Source: an optimization exercise on an open RTL-to-GDS flow (aim: small area and a short achievable clock period). Production flows keep margins and buffers that such runs may drop. Only simulation tests tie the RTL to the original design; equivalence was not proved.

$ cat design.v
module PE(
    input wire CLK,
    input wire RESET,
    input wire EN,
    input wire SELECTOR,
    input wire W_EN,
    input wire signed [7:0] active_left,
    output reg signed [7:0] active_right,
    input wire signed [15:0] in_sum,
    output reg signed [15:0] out_sum,
    input wire signed [7:0] in_weight_above,
    output wire signed [7:0] out_weight_below
    );
    reg signed [7:0] weight_1;
    reg signed [7:0] weight_2;
    wire en_n, en_n_lo, en_n_hi;
    pe_inv u_enn (.a(EN), .y(en_n));
    pe_inv u_ennl (.a(EN), .y(en_n_lo));
    pe_inv u_ennh (.a(EN), .y(en_n_hi));
    wire sel_n, sel_n_w;
    pe_inv u_seln (.a(SELECTOR), .y(sel_n));
    pe_inv u_selnw (.a(SELECTOR), .y(sel_n_w));
    wire ld1 = EN & W_EN & SELECTOR;
    wire ld2 = EN & W_EN & ~SELECTOR;
    wire ld1_n = ~ld1;
    wire ld2_n = ~ld2;
    wire [7:0] w_use, ar_d, w1_d, w2_d, wb;
    wire [15:0] s_in;
    genvar gi;
    generate for (gi = 0; gi < 8; gi = gi + 1) begin : byte_sel
        pe_ao22 u_wu (.a1(SELECTOR), .a2(weight_2[gi]), .b1(sel_n_w), .b2(weight_1[gi]), .x(w_use[gi]));
        pe_ao22 u_ar (.a1(EN), .a2(active_left[gi]), .b1(en_n), .b2(active_right[gi]), .x(ar_d[gi]));
        pe_ao22 u_w1 (.a1(ld1), .a2(in_weight_above[gi]), .b1(ld1_n), .b2(weight_1[gi]), .x(w1_d[gi]));
        pe_ao22 u_w2 (.a1(ld2), .a2(in_weight_above[gi]), .b1(ld2_n), .b2(weight_2[gi]), .x(w2_d[gi]));
        pe_ao22 u_wb (.a1(SELECTOR), .a2(weight_1[gi]), .b1(sel_n), .b2(weight_2[gi]), .x(wb[gi]));
    end endgenerate
    generate for (gi = 0; gi < 16; gi = gi + 1) begin : sum_sel
        pe_ao22 u_si (.a1(EN), .a2(in_sum[gi]), .b1(gi < 8 ? en_n_lo : en_n_hi), .b2(out_sum[gi]), .x(s_in[gi]));
    end endgenerate
    wire b_one0, b_two0, b_neg0;
    pe_and2 u_x1 (.a(EN), .b(active_left[0]), .y(b_one0));
    pe_and3b u_x2 (.an(active_left[0]), .b(active_left[1]), .c(EN), .y(b_two0));
    assign b_neg0 = active_left[1];
    wire bs_0_0, bx_0_0;
    pe_and2 u_x3 (.a(b_one0), .b(w_use[0]), .y(bs_0_0));
    pe_xor2 u_x4 (.a(bs_0_0), .b(b_neg0), .y(bx_0_0));
    wire bs_0_1, bx_0_1;
    pe_ao22 u_x5 (.a1(b_one0), .a2(w_use[1]), .b1(b_two0), .b2(w_use[0]), .x(bs_0_1));
    pe_xor2 u_x6 (.a(bs_0_1), .b(b_neg0), .y(bx_0_1));
    wire bs_0_2, bx_0_2;
    pe_ao22 u_x7 (.a1(b_one0), .a2(w_use[2]), .b1(b_two0), .b2(w_use[1]), .x(bs_0_2));
    pe_xor2 u_x8 (.a(bs_0_2), .b(b_neg0), .y(bx_0_2));
    wire bs_0_3, bx_0_3;
    pe_ao22 u_x9 (.a1(b_one0), .a2(w_use[3]), .b1(b_two0), .b2(w_use[2]), .x(bs_0_3));
    pe_xor2 u_x10 (.a(bs_0_3), .b(b_neg0), .y(bx_0_3));
    wire bs_0_4, bx_0_4;
    pe_ao22 u_x11 (.a1(b_one0), .a2(w_use[4]), .b1(b_two0), .b2(w_use[3]), .x(bs_0_4));
    pe_xor2 u_x12 (.a(bs_0_4), .b(b_neg0), .y(bx_0_4));
    wire bs_0_5, bx_0_5;
    pe_ao22 u_x13 (.a1(b_one0), .a2(w_use[5]), .b1(b_two0), .b2(w_use[4]), .x(bs_0_5));
    pe_xor2 u_x14 (.a(bs_0_5), .b(b_neg0), .y(bx_0_5));
    wire bs_0_6, bx_0_6;
    pe_ao22 u_x15 (.a1(b_one0), .a2(w_use[6]), .b1(b_two0), .b2(w_use[5]), .x(bs_0_6));
    pe_xor2 u_x16 (.a(bs_0_6), .b(b_neg0), .y(bx_0_6));
    wire bs_0_7, bx_0_7;
    pe_ao22 u_x17 (.a1(b_one0), .a2(w_use[7]), .b1(b_two0), .b2(w_use[6]), .x(bs_0_7));
    pe_xor2 u_x18 (.a(bs_0_7), .b(b_neg0), .y(bx_0_7));
    wire bs_0_8, bx_0_8;
    pe_ao22 u_x19 (.a1(b_one0), .a2(w_use[7]), .b1(b_two0), .b2(w_use[7]), .x(bs_0_8));
    pe_xnor2 u_x20 (.a(bs_0_8), .b(b_neg0), .y(bx_0_8));
    wire b_one1, b_two1, b_neg1;
    wire b_x10_1, b_x21_1;
    pe_xor2 u_x21 (.a(active_left[2]), .b(active_left[1]), .y(b_x10_1));
    pe_xor2 u_x22 (.a(active_left[3]), .b(active_left[2]), .y(b_x21_1));
    pe_and2 u_x23 (.a(EN), .b(b_x10_1), .y(b_one1));
    pe_and3b u_x24 (.an(b_x10_1), .b(b_x21_1), .c(EN), .y(b_two1));
    assign b_neg1 = active_left[3];
    wire bs_1_0, bx_1_0;
    pe_and2 u_x25 (.a(b_one1), .b(w_use[0]), .y(bs_1_0));
    pe_xor2 u_x26 (.a(bs_1_0), .b(b_neg1), .y(bx_1_0));
    wire bs_1_1, bx_1_1;
    pe_ao22 u_x27 (.a1(b_one1), .a2(w_use[1]), .b1(b_two1), .b2(w_use[0]), .x(bs_1_1));
    pe_xor2 u_x28 (.a(bs_1_1), .b(b_neg1), .y(bx_1_1));
    wire bs_1_2, bx_1_2;
    pe_ao22 u_x29 (.a1(b_one1), .a2(w_use[2]), .b1(b_two1), .b2(w_use[1]), .x(bs_1_2));
    pe_xor2 u_x30 (.a(bs_1_2), .b(b_neg1), .y(bx_1_2));
    wire bs_1_3, bx_1_3;
    pe_ao22 u_x31 (.a1(b_one1), .a2(w_use[3]), .b1(b_two1), .b2(w_use[2]), .x(bs_1_3));
    pe_xor2 u_x32 (.a(bs_1_3), .b(b_neg1), .y(bx_1_3));
    wire bs_1_4, bx_1_4;
    pe_ao22 u_x33 (.a1(b_one1), .a2(w_use[4]), .b1(b_two1), .b2(w_use[3]), .x(bs_1_4));
    pe_xor2 u_x34 (.a(bs_1_4), .b(b_neg1), .y(bx_1_4));
    wire bs_1_5, bx_1_5;
    pe_ao22 u_x35 (.a1(b_one1), .a2(w_use[5]), .b1(b_two1), .b2(w_use[4]), .x(bs_1_5));
    pe_xor2 u_x36 (.a(bs_1_5), .b(b_neg1), .y(bx_1_5));
    wire bs_1_6, bx_1_6;
    pe_ao22 u_x37 (.a1(b_one1), .a2(w_use[6]), .b1(b_two1), .b2(w_use[5]), .x(bs_1_6));
    pe_xor2 u_x38 (.a(bs_1_6), .b(b_neg1), .y(bx_1_6));
    wire bs_1_7, bx_1_7;
    pe_ao22 u_x39 (.a1(b_one1), .a2(w_use[7]), .b1(b_two1), .b2(w_use[6]), .x(bs_1_7));
    pe_xor2 u_x40 (.a(bs_1_7), .b(b_neg1), .y(bx_1_7));
    wire bs_1_8, bx_1_8;
    pe_ao22 u_x41 (.a1(b_one1), .a2(w_use[7]), .b1(b_two1), .b2(w_use[7]), .x(bs_1_8));
    pe_xnor2 u_x42 (.a(bs_1_8), .b(b_neg1), .y(bx_1_8));
    wire b_one2, b_two2, b_neg2;
    wire b_x10_2, b_x21_2;
    pe_xor2 u_x43 (.a(active_left[4]), .b(active_left[3]), .y(b_x10_2));
    pe_xor2 u_x44 (.a(active_left[5]), .b(active_left[4]), .y(b_x21_2));
    pe_and2 u_x45 (.a(EN), .b(b_x10_2), .y(b_one2));
    pe_and3b u_x46 (.an(b_x10_2), .b(b_x21_2), .c(EN), .y(b_two2));
    assign b_neg2 = active_left[5];
    wire bs_2_0, bx_2_0;
    pe_and2 u_x47 (.a(b_one2), .b(w_use[0]), .y(bs_2_0));
    pe_xor2 u_x48 (.a(bs_2_0), .b(b_neg2), .y(bx_2_0));
    wire bs_2_1, bx_2_1;
    pe_ao22 u_x49 (.a1(b_one2), .a2(w_use[1]), .b1(b_two2), .b2(w_use[0]), .x(bs_2_1));
    pe_xor2 u_x50 (.a(bs_2_1), .b(b_neg2), .y(bx_2_1));
    wire bs_2_2, bx_2_2;
    pe_ao22 u_x51 (.a1(b_one2), .a2(w_use[2]), .b1(b_two2), .b2(w_use[1]), .x(bs_2_2));
    pe_xor2 u_x52 (.a(bs_2_2), .b(b_neg2), .y(bx_2_2));
    wire bs_2_3, bx_2_3;
    pe_ao22 u_x53 (.a1(b_one2), .a2(w_use[3]), .b1(b_two2), .b2(w_use[2]), .x(bs_2_3));
    pe_xor2 u_x54 (.a(bs_2_3), .b(b_neg2), .y(bx_2_3));
    wire bs_2_4, bx_2_4;
    pe_ao22 u_x55 (.a1(b_one2), .a2(w_use[4]), .b1(b_two2), .b2(w_use[3]), .x(bs_2_4));
    pe_xor2 u_x56 (.a(bs_2_4), .b(b_neg2), .y(bx_2_4));
    wire bs_2_5, bx_2_5;
    pe_ao22 u_x57 (.a1(b_one2), .a2(w_use[5]), .b1(b_two2), .b2(w_use[4]), .x(bs_2_5));
    pe_xor2 u_x58 (.a(bs_2_5), .b(b_neg2), .y(bx_2_5));
    wire bs_2_6, bx_2_6;
    pe_ao22 u_x59 (.a1(b_one2), .a2(w_use[6]), .b1(b_two2), .b2(w_use[5]), .x(bs_2_6));
    pe_xor2 u_x60 (.a(bs_2_6), .b(b_neg2), .y(bx_2_6));
    wire bs_2_7, bx_2_7;
    pe_ao22 u_x61 (.a1(b_one2), .a2(w_use[7]), .b1(b_two2), .b2(w_use[6]), .x(bs_2_7));
    pe_xor2 u_x62 (.a(bs_2_7), .b(b_neg2), .y(bx_2_7));
    wire bs_2_8, bx_2_8;
    pe_ao22 u_x63 (.a1(b_one2), .a2(w_use[7]), .b1(b_two2), .b2(w_use[7]), .x(bs_2_8));
    pe_xnor2 u_x64 (.a(bs_2_8), .b(b_neg2), .y(bx_2_8));
    wire b_one3, b_two3, b_neg3;
    wire b_x10_3, b_x21_3;
    pe_xor2 u_x65 (.a(active_left[6]), .b(active_left[5]), .y(b_x10_3));
    pe_xor2 u_x66 (.a(active_left[7]), .b(active_left[6]), .y(b_x21_3));
    pe_and2 u_x67 (.a(EN), .b(b_x10_3), .y(b_one3));
    pe_and3b u_x68 (.an(b_x10_3), .b(b_x21_3), .c(EN), .y(b_two3));
    assign b_neg3 = active_left[7];
    wire bs_3_0, bx_3_0;
    pe_and2 u_x69 (.a(b_one3), .b(w_use[0]), .y(bs_3_0));
    pe_xor2 u_x70 (.a(bs_3_0), .b(b_neg3), .y(bx_3_0));
    wire bs_3_1, bx_3_1;
    pe_ao22 u_x71 (.a1(b_one3), .a2(w_use[1]), .b1(b_two3), .b2(w_use[0]), .x(bs_3_1));
    pe_xor2 u_x72 (.a(bs_3_1), .b(b_neg3), .y(bx_3_1));
    wire bs_3_2, bx_3_2;
    pe_ao22 u_x73 (.a1(b_one3), .a2(w_use[2]), .b1(b_two3), .b2(w_use[1]), .x(bs_3_2));
    pe_xor2 u_x74 (.a(bs_3_2), .b(b_neg3), .y(bx_3_2));
    wire bs_3_3, bx_3_3;
    pe_ao22 u_x75 (.a1(b_one3), .a2(w_use[3]), .b1(b_two3), .b2(w_use[2]), .x(bs_3_3));
    pe_xor2 u_x76 (.a(bs_3_3), .b(b_neg3), .y(bx_3_3));
    wire bs_3_4, bx_3_4;
    pe_ao22 u_x77 (.a1(b_one3), .a2(w_use[4]), .b1(b_two3), .b2(w_use[3]), .x(bs_3_4));
    pe_xor2 u_x78 (.a(bs_3_4), .b(b_neg3), .y(bx_3_4));
    wire bs_3_5, bx_3_5;
    pe_ao22 u_x79 (.a1(b_one3), .a2(w_use[5]), .b1(b_two3), .b2(w_use[4]), .x(bs_3_5));
    pe_xor2 u_x80 (.a(bs_3_5), .b(b_neg3), .y(bx_3_5));
    wire bs_3_6, bx_3_6;
    pe_ao22 u_x81 (.a1(b_one3), .a2(w_use[6]), .b1(b_two3), .b2(w_use[5]), .x(bs_3_6));
    pe_xor2 u_x82 (.a(bs_3_6), .b(b_neg3), .y(bx_3_6));
    wire bs_3_7, bx_3_7;
    pe_ao22 u_x83 (.a1(b_one3), .a2(w_use[7]), .b1(b_two3), .b2(w_use[6]), .x(bs_3_7));
    pe_xor2 u_x84 (.a(bs_3_7), .b(b_neg3), .y(bx_3_7));
    wire bs_3_8, bx_3_8;
    pe_ao22 u_x85 (.a1(b_one3), .a2(w_use[7]), .b1(b_two3), .b2(w_use[7]), .x(bs_3_8));
    pe_xnor2 u_x86 (.a(bs_3_8), .b(b_neg3), .y(bx_3_8));
    wire s87;
    wire c88;
    pe_ha u_x89 (.a(s_in[4]), .b(b_neg2), .s(s87), .co(c88));
    wire s90;
    wire c91;
    pe_ha u_x92 (.a(s_in[5]), .b(bx_0_5), .s(s90), .co(c91));
    wire s93;
    wire c94;
    pe_fa u_x95 (.a(s_in[6]), .b(b_neg3), .ci(bx_0_6), .s(s93), .co(c94));
    wire s96;
    wire c97;
    pe_ha u_x98 (.a(bx_1_4), .b(bx_2_2), .s(s96), .co(c97));
    wire s99;
    wire c100;
    pe_fa u_x101 (.a(s_in[7]), .b(bx_0_7), .ci(bx_1_5), .s(s99), .co(c100));
    wire s102;
    wire c103;
    pe_ha u_x104 (.a(bx_2_3), .b(bx_3_1), .s(s102), .co(c103));
    wire s105;
    wire c106;
    pe_xnor2 u_x107 (.a(s_in[8]), .b(bx_0_8), .y(s105));
    pe_or2 u_x108 (.a(s_in[8]), .b(bx_0_8), .y(c106));
    wire s109;
    wire c110;
    pe_fa u_x111 (.a(bx_1_6), .b(bx_2_4), .ci(bx_3_2), .s(s109), .co(c110));
    wire s112;
    wire c113;
    pe_xnor2 u_x114 (.a(s_in[9]), .b(bx_1_7), .y(s112));
    pe_or2 u_x115 (.a(s_in[9]), .b(bx_1_7), .y(c113));
    wire s116;
    wire c117;
    pe_ha u_x118 (.a(bx_2_5), .b(bx_3_3), .s(s116), .co(c117));
    wire s119;
    wire c120;
    pe_fa u_x121 (.a(s_in[10]), .b(bx_1_8), .ci(bx_2_6), .s(s119), .co(c120));
    wire s122;
    wire c123;
    pe_xnor2 u_x124 (.a(s_in[11]), .b(bx_2_7), .y(s122));
    pe_or2 u_x125 (.a(s_in[11]), .b(bx_2_7), .y(c123));
    wire s126;
    wire c127;
    pe_ha u_x128 (.a(s_in[2]), .b(b_neg1), .s(s126), .co(c127));
    wire s129;
    wire c130;
    pe_ha u_x131 (.a(s_in[3]), .b(bx_0_3), .s(s129), .co(c130));
    wire s132;
    wire c133;
    pe_fa u_x134 (.a(bx_0_4), .b(bx_1_2), .ci(bx_2_0), .s(s132), .co(c133));
    wire s135;
    wire c136;
    pe_fa u_x137 (.a(bx_1_3), .b(bx_2_1), .ci(c88), .s(s135), .co(c136));
    wire s138;
    wire c139;
    pe_fa u_x140 (.a(bx_3_0), .b(c91), .ci(s96), .s(s138), .co(c139));
    wire s141;
    wire c142;
    pe_fa u_x143 (.a(c97), .b(s102), .ci(c94), .s(s141), .co(c142));
    wire s144;
    wire c145;
    pe_fa u_x146 (.a(s105), .b(c103), .ci(c100), .s(s144), .co(c145));
    wire s147;
    wire c148;
    pe_fa u_x149 (.a(c106), .b(s112), .ci(s116), .s(s147), .co(c148));
    wire s150;
    wire c151;
    pe_fa u_x152 (.a(bx_3_4), .b(c113), .ci(c117), .s(s150), .co(c151));
    wire s153;
    wire c154;
    pe_ha u_x155 (.a(bx_3_5), .b(s122), .s(s153), .co(c154));
    wire s156;
    wire c157;
    pe_fa u_x158 (.a(s_in[12]), .b(bx_2_8), .ci(bx_3_6), .s(s156), .co(c157));
    wire s159;
    wire c160;
    pe_xnor2 u_x161 (.a(s_in[13]), .b(bx_3_7), .y(s159));
    pe_or2 u_x162 (.a(s_in[13]), .b(bx_3_7), .y(c160));
    wire s163;
    wire c164;
    pe_ha u_x165 (.a(s_in[0]), .b(b_neg0), .s(s163), .co(c164));
    wire s166;
    wire c167;
    pe_ha u_x168 (.a(s_in[1]), .b(bx_0_1), .s(s166), .co(c167));
    wire s169;
    wire c170;
    pe_fa u_x171 (.a(bx_0_2), .b(bx_1_0), .ci(s126), .s(s169), .co(c170));
    wire s172;
    wire c173;
    pe_fa u_x174 (.a(bx_1_1), .b(c127), .ci(s129), .s(s172), .co(c173));
    wire s175;
    wire c176;
    pe_fa u_x177 (.a(s87), .b(c130), .ci(s132), .s(s175), .co(c176));
    wire s178;
    wire c179;
    pe_fa u_x180 (.a(s90), .b(c133), .ci(s135), .s(s178), .co(c179));
    wire s181;
    wire c182;
    pe_fa u_x183 (.a(c136), .b(s93), .ci(s138), .s(s181), .co(c182));
    wire s184;
    wire c185;
    pe_fa u_x186 (.a(s99), .b(c139), .ci(s141), .s(s184), .co(c185));
    wire s187;
    wire c188;
    pe_fa u_x189 (.a(s109), .b(c142), .ci(s144), .s(s187), .co(c188));
    wire s190;
    wire c191;
    pe_fa u_x192 (.a(c110), .b(c145), .ci(s147), .s(s190), .co(c191));
    wire s193;
    wire c194;
    pe_fa u_x195 (.a(s119), .b(c148), .ci(s150), .s(s193), .co(c194));
    wire s196;
    wire c197;
    pe_fa u_x198 (.a(c120), .b(s153), .ci(c151), .s(s196), .co(c197));
    wire s199;
    wire c200;
    pe_fa u_x201 (.a(c123), .b(c154), .ci(s156), .s(s199), .co(c200));
    wire s202;
    wire c203;
    pe_ha u_x204 (.a(s159), .b(c157), .s(s202), .co(c203));
    wire s205;
    wire c206;
    pe_fa u_x207 (.a(s_in[14]), .b(bx_3_8), .ci(c160), .s(s205), .co(c206));
    wire [15:0] rx = {s_in[15], c203, s202, s199, c194, c191, c188, c185, c182, c179, c176, c173, c170, c167, c164, bx_0_0};
    wire [15:0] ry = {c206, s205, c200, c197, s196, s193, s190, s187, s184, s181, s178, s175, s172, s169, s166, s163};
    wire [15:0] sum;
    wire t208, rc209;
    pe_ha u_x210 (.a(rx[0]), .b(ry[0]), .s(t208), .co(rc209));
    assign sum[0] = t208;
    wire t211, rc212;
    pe_fa u_x213 (.a(rx[1]), .b(ry[1]), .ci(rc209), .s(t211), .co(rc212));
    assign sum[1] = t211;
    wire t214, rc215;
    pe_fa u_x216 (.a(rx[2]), .b(ry[2]), .ci(rc212), .s(t214), .co(rc215));
    assign sum[2] = t214;
    wire t217, rc218;
    pe_fa u_x219 (.a(rx[3]), .b(ry[3]), .ci(rc215), .s(t217), .co(rc218));
    assign sum[3] = t217;
    wire g4, p4;
    pe_ha u_x220 (.a(rx[4]), .b(ry[4]), .s(p4), .co(g4));
    wire g5, p5;
    pe_ha u_x221 (.a(rx[5]), .b(ry[5]), .s(p5), .co(g5));
    wire g6, p6;
    pe_ha u_x222 (.a(rx[6]), .b(ry[6]), .s(p6), .co(g6));
    wire g7, p7;
    pe_ha u_x223 (.a(rx[7]), .b(ry[7]), .s(p7), .co(g7));
    wire g8, p8;
    pe_ha u_x224 (.a(rx[8]), .b(ry[8]), .s(p8), .co(g8));
    wire g9, p9;
    pe_ha u_x225 (.a(rx[9]), .b(ry[9]), .s(p9), .co(g9));
    wire g10, p10;
    pe_ha u_x226 (.a(rx[10]), .b(ry[10]), .s(p10), .co(g10));
    wire g11, p11;
    pe_ha u_x227 (.a(rx[11]), .b(ry[11]), .s(p11), .co(g11));
    wire g12, p12;
    pe_ha u_x228 (.a(rx[12]), .b(ry[12]), .s(p12), .co(g12));
    wire g13, p13;
    pe_ha u_x229 (.a(rx[13]), .b(ry[13]), .s(p13), .co(g13));
    wire g14, p14;
    pe_ha u_x230 (.a(rx[14]), .b(ry[14]), .s(p14), .co(g14));
    wire g15, p15;
    pe_ha u_x231 (.a(rx[15]), .b(ry[15]), .s(p15), .co(g15));
    wire G232 = g4 | (p4 & rc218);
    wire G233 = g6 | (p6 & g5);
    wire P234 = p6 & p5;
    wire G235 = g8 | (p8 & g7);
    wire P236 = p8 & p7;
    wire G237 = g10 | (p10 & g9);
    wire P238 = p10 & p9;
    wire G239 = g12 | (p12 & g11);
    wire P240 = p12 & p11;
    wire G241 = g14 | (p14 & g13);
    wire P242 = p14 & p13;
    wire G243 = G233 | (P234 & G232);
    wire G244 = G237 | (P238 & G235);
    wire P245 = P238 & P236;
    wire G246 = G241 | (P242 & G239);
    wire P247 = P242 & P240;
    wire G248 = G244 | (P245 & G243);
    wire G249 = G246 | (P247 & G248);
    wire G250 = G235 | (P236 & G243);
    wire G251 = G239 | (P240 & G248);
    wire G252 = g5 | (p5 & G232);
    wire G253 = g7 | (p7 & G243);
    wire G254 = g9 | (p9 & G250);
    wire G255 = g11 | (p11 & G248);
    wire G256 = g13 | (p13 & G251);
    wire G257 = g15 | (p15 & G249);
    pe_xor2 u_x258 (.a(p4), .b(rc218), .y(sum[4]));
    pe_xor2 u_x259 (.a(p5), .b(G232), .y(sum[5]));
    pe_xor2 u_x260 (.a(p6), .b(G252), .y(sum[6]));
    pe_xor2 u_x261 (.a(p7), .b(G243), .y(sum[7]));
    pe_xor2 u_x262 (.a(p8), .b(G253), .y(sum[8]));
    pe_xor2 u_x263 (.a(p9), .b(G250), .y(sum[9]));
    pe_xor2 u_x264 (.a(p10), .b(G254), .y(sum[10]));
    pe_xor2 u_x265 (.a(p11), .b(G248), .y(sum[11]));
    pe_xor2 u_x266 (.a(p12), .b(G255), .y(sum[12]));
    pe_xor2 u_x267 (.a(p13), .b(G251), .y(sum[13]));
    pe_xor2 u_x268 (.a(p14), .b(G256), .y(sum[14]));
    pe_xnor2 u_x269 (.a(p15), .b(G249), .y(sum[15]));
    always @(negedge RESET or posedge CLK) begin
        if (~RESET) begin
            out_sum <= 0;
            active_right <= 0;
            weight_1 <= 0;
            weight_2 <= 0;
        end else begin
            out_sum <= sum;
            active_right <= ar_d;
            weight_1 <= w1_d;
            weight_2 <= w2_d;
        end
    end
    assign out_weight_below = wb;
endmodule
module pe_fa(input wire a, input wire b, input wire ci, output wire s, output wire co);
    assign {co, s} = a + b + ci;
endmodule
module pe_ha(input wire a, input wire b, output wire s, output wire co);
    assign {co, s} = a + b;
endmodule
module pe_ao22(input wire a1, input wire a2, input wire b1, input wire b2, output wire x);
    assign x = (a1 & a2) | (b1 & b2);
endmodule
module pe_mux2i(input wire s, input wire a1, input wire a0, output wire y);
    assign y = ~(s ? a1 : a0);
endmodule
module pe_inv(input wire a, output wire y);
    assign y = ~a;
endmodule
module pe_ao21(input wire a, input wire b, input wire c, output wire y);
    assign y = a | (b & c);
endmodule
module pe_and2(input wire a, input wire b, output wire y);
    assign y = a & b;
endmodule
module pe_and3b(input wire an, input wire b, input wire c, output wire y);
    assign y = ~an & b & c;
endmodule
module pe_nand2(input wire a, input wire b, output wire y);
    assign y = ~(a & b);
endmodule
module pe_nor2(input wire a, input wire b, output wire y);
    assign y = ~(a | b);
endmodule
module pe_or2(input wire a, input wire b, output wire y);
    assign y = a | b;
endmodule
module pe_xor2(input wire a, input wire b, output wire y);
    assign y = a ^ b;
endmodule
module pe_xnor2(input wire a, input wire b, output wire y);
    assign y = ~(a ^ b);
endmodule
module pe_xor3(input wire a, input wire b, input wire c, output wire y);
    assign y = a ^ b ^ c;
endmodule
$ cat flow/run.sh
#!/bin/bash
# Standard layout with two changes: the port buffers are the smallest buffer
# cell, and clock tree synthesis inserts no dummy loads.
set -euo pipefail
export BUFFER_PORTS_ARGS="-buffer_cell sky130_fd_sc_hd__buf_1"
export CTS_ARGS="-sink_clustering_enable -repair_clock_nets -dont_use_dummy_load"
bash standard.sh finish > flow_standard.log 2>&1
$ cat standard.sh
#!/bin/bash
# synth_recipe.tcl (not shown) runs the flow's synth.tcl, then flattens the netlist and writes it again
# the make line also repeats each setting of config.mk as NAME=value (left out here)
make -C /OpenROAD-flow-scripts/flow DESIGN_CONFIG=/design/flow/config.mk WORK_HOME=/design/flow/orfs CLKGATE_MAP_FILE= SYNTH_SCRIPT=/design/flow/synth_recipe.tcl "${@:-finish}"
$ cat constraint.sdc
create_clock -name core_clock -period 5.5 [get_ports {CLK}]
set_input_delay 1.1000 -clock core_clock [delete_from_list [all_inputs] [get_ports {CLK}]]
set_output_delay 1.1000 -clock core_clock [all_outputs]
set_load 0.01 [all_outputs]
$ cat config.mk
export PLATFORM = sky130hd
export DESIGN_NAME = PE
export DESIGN_NICKNAME = PE
export VERILOG_FILES = /design/flow/design.v
export SDC_FILE = /design/flow/constraint.sdc
export NUM_CORES = 4
export LEC_CHECK = 0
export CAP_MARGIN = 20
export CORE_MARGIN = 2
export CORE_UTILIZATION = 65
export GPL_TIMING_DRIVEN = 0
export SETUP_SLACK_MARGIN = 0.7
export SLEW_MARGIN = 20
export SYNTH_HIERARCHICAL = 1
==> results.cfg <==
[synthesis]
ys_seq_area_share_pct = 28.95
synth_seq_cells = 40
yosysUniqueCellTypes = 25
yosysTopAreaCell = dfrtp_1
syn_avg_cell_area_um2 = 11.72
synth_top_area_share_pct = 28.95
syn_area_um2 = 3457
synthTopCellsByArea = dfrtp_1 29%, a22o_1 22%, fa_1 16%
syn-num-nets = 383
synthCells = 295
ys_warn_count = 7

[floorplanning]
core_um2 = 5107
fp.dieH_um = 76.93
initial_core_util_pct = 67.69
ios = 69
die_area_um2 = 5918
rows = 26
die_width_um = 76.93

[clock_tree]
cts_hold_buffers = 0
clk_path_buf_depth = 2
cts_setup_buffers = 0
clkSinkCount = 40
cts_max_level = 2
root_buffer = clkbuf_8
numCtsBuffers = 5
clkLatencyLatePin_ps = 300
clkTransAtPathRegs_ps = 60
cts_tree = built

[cells_and_area]
final_area_um2 = 3951
diodes = 0
layout_common_cells = 83 x a22o_1, 61 x buf_1, 49 x xor2_1
area_growth_pct = 14.30
post-route-util_pct = 77.36
final_common_cell = a22o_1
layout.nets = 459
fill_cells = 382
layout-drive-gt1-share_pct = 7.046

[setup_path]
critPathLaunchType = primary input
cp.arrival_ps = 4820
crit_type = in2reg
critPathMaxFanout = 20
end_kind = flop
worstPathRequired_ps = 5670

[timing]
worstMarginPinSlew_ps = 381.0
rsz0062_at_grt = true
setup_viol = 0
final-hold-violation-count = 0
maxSlewViolCount = 0
setup_ws_ps = 848.1
max_freq_mhz = 215.0
fin_crit_sh_pct = 84.58
fin_skew_ps = 20.07
relSlewSlack_pct = 74.60
min_period_ps = 4652

[route]
routed_via_density = 6.121
ant_nets = 0
drt_wl_total_um = 7508
vias = 2687
drc = 0
drtIter0Drc = 103
wl_per_cell_um = 17.10
drtPass1Iterations = 4

[placed_design]
gp_congestion = 0.8566
post-dp-hpwl_um = 5741
numPortBuffers = 68
dpl_cell_area_um2 = 3822
pre_cts_ws_ps = -315.5

[pwr]
ir_drop_uv = 563.0
p_per_area_nw_per_um2 = 531.9
report.power.total_mw = 2.102
p_leak_nw = 1.844

[worst_hold_path]
min_path_type = reg2reg

[global_route]
grt-ovfl-total = 0
grt_pass1_vias = 2718
grt_antenna_before_repair = 0
grtUsageTotal_pct = 27.27
grt_pass1_wl_um = 12960
grt_max_degree = 38

[outcome]
status = timing/DRC/antenna clean

[flow_run]
maxCapViolCount = 0
==> through the flow <==
stage / hold slack (ps) / std cells / setup TNS (ps)
after floorplan: 487.0 / 295 / 0
after global placement: 478.5 / 433 / -1612
after detailed placement: 482.2 / 434 / -991.9
after CTS: 503.7 / 439 / 0
after global routing: 507.7 / 439 / 0
final: 503.8 / 439 / 0
==> what timing repair did <==
action | CTS | global route
gates cloned | 0 | 0
pin swaps | 0 | 0
setup endpoints to repair | 10 | 4
resized for setup | 9 | 15
==> cell usage after synthesis <==
library cell and instances:
and3b_1 4, o21a_1 1, o21ai_0 3, a21o_1 5, nand2_1 5, or2_2 1, dfrtp_1 40, nand2b_1 1
nand3_1 1, o31ai_1 1, o21bai_1 1, inv_1 7, nor3_1 1, a21oi_1 6, o211ai_1 1, a31o_4 1
a22o_1 88, ha_1 24, or2_1 4, or3_1 1, nor2_1 6, xor2_1 49, and2_1 8, fa_1 27
xnor2_1 9
==> layout make-up <==
| class | instances | area [µm²] | area share, % |
|---|---|---|---|
| clock buffer | 5 | 68.82 | 1.742 |
| sequential | 40 | 1001 | 25.33 |
| multi-input combinational | 248 | 2464 | 62.35 |
| timing repair buffer | 69 | 300.3 | 7.600 |
| inverter | 7 | 30.03 | 0.7600 |
| tap | 70 | 87.58 | 2.217 |
==> logic make-up after synthesis <==
family	share of synthesized area, %
xor+xnor	14.69
buf+inv	0.7602
flops	28.95
fa+ha+maj	24.32
compound gates	26.06
simple gates	5.212
==> per-module statistics from Yosys (local to each module, per instance) <==
module / times used / flip-flops and latches / cells inside / area [µm²]
PE: 1 / 40 / 77 / 1209
pe_and2: 8 / 0 / 1 / 6.256
pe_and3b: 4 / 0 / 1 / 8.758
pe_ao22: 88 / 0 / 1 / 8.758
pe_fa: 27 / 0 / 1 / 20.02
pe_ha: 24 / 0 / 1 / 12.51
pe_inv: 5 / 0 / 1 / 3.754
pe_or2: 4 / 0 / 1 / 6.256
pe_xnor2: 9 / 0 / 1 / 8.758
pe_xor2: 49 / 0 / 1 / 8.758
==> sequential cells by signal (all words and copies together), names as in the netlist <==
| signal | cells |
|---|---|
| weight_1 | 8 |
| out_sum | 16 |
| active_right | 8 |
| weight_2 | 8 |
==> report_power, final <==
part | total [mW] | switching [mW] | internal, mW
logic | 1.46 | 0.810 | 0.648
clock network | 0.183 | 0.101 | 0.0820
registers | 0.460 | 0.0528 | 0.407
total | 2.10 | 0.964 | 1.14
==> worst max-delay path, stage by stage <==
cell and delay [ps]:
buf_6 170, clkinvlp_4 200, a22o_1 360, a22o_1 270
xor2_1 140, ha_1 310, fa_1 510, fa_1 420
ha_1 340, a21o_1 200, a31o_4 240, a21o_1 190
a21o_1 190, xor2_1 160
==> per-layer routing <==
layer  vias to the layer above  part of all wire, %  GRT usage [%]
met1                      1344                   45          37.70
met3                         7                  4.5          4.471
met2                        72                   50          45.09
li1                       1264                    -              -
met5                         -                    0              0
met4                         0                 0.97          6.727
==> worst paths after layout <==
kind	slack, ps	end	depth (start not counted)	from
worst max register to register	1620	out_sum[14]$_DFF_PN0_	12	weight_2[7]$_DFF_PN0_
worst min-delay path	500	active_right[6]$_DFF_PN0_	1	active_right[6]$_DFF_PN0_
max in group asynchronous	4340	out_sum[13]$_DFF_PN0_	2	RESET
worst max-delay path	850	out_sum[12]$_DFF_PN0_	14	SELECTOR
worst min register to register	500	active_right[6]$_DFF_PN0_	1	active_right[6]$_DFF_PN0_
min in group asynchronous	700	out_sum[3]$_DFF_PN0_	1	RESET

port drivers added, routing unchanged:
In the flow no input, the clock included, has a driving cell. The finished layout below was timed again as built, in two steps. Step 1, drivers: a clkbuf_16 drives CLK and a buf_2 each remaining input, both assumed. Step 2 times the ports against the registers' clock, not the clock port: input delays grow and output delays shrink by t, the midpoint of the rising clock arrivals with the driver on. Slacks: ideal / step 1 / step 2; pairs: ideal / step 1.
t, ns: 0.318
slack for setup (ns): 0.848 / 0.842 / 0.524
clock arrival spread, ns: 0.021 / 0.021
After both steps this run still meets setup and hold. For this run, drivers alone change the setup slack by -0.006 ns; drivers and shift together by -0.324 ns.
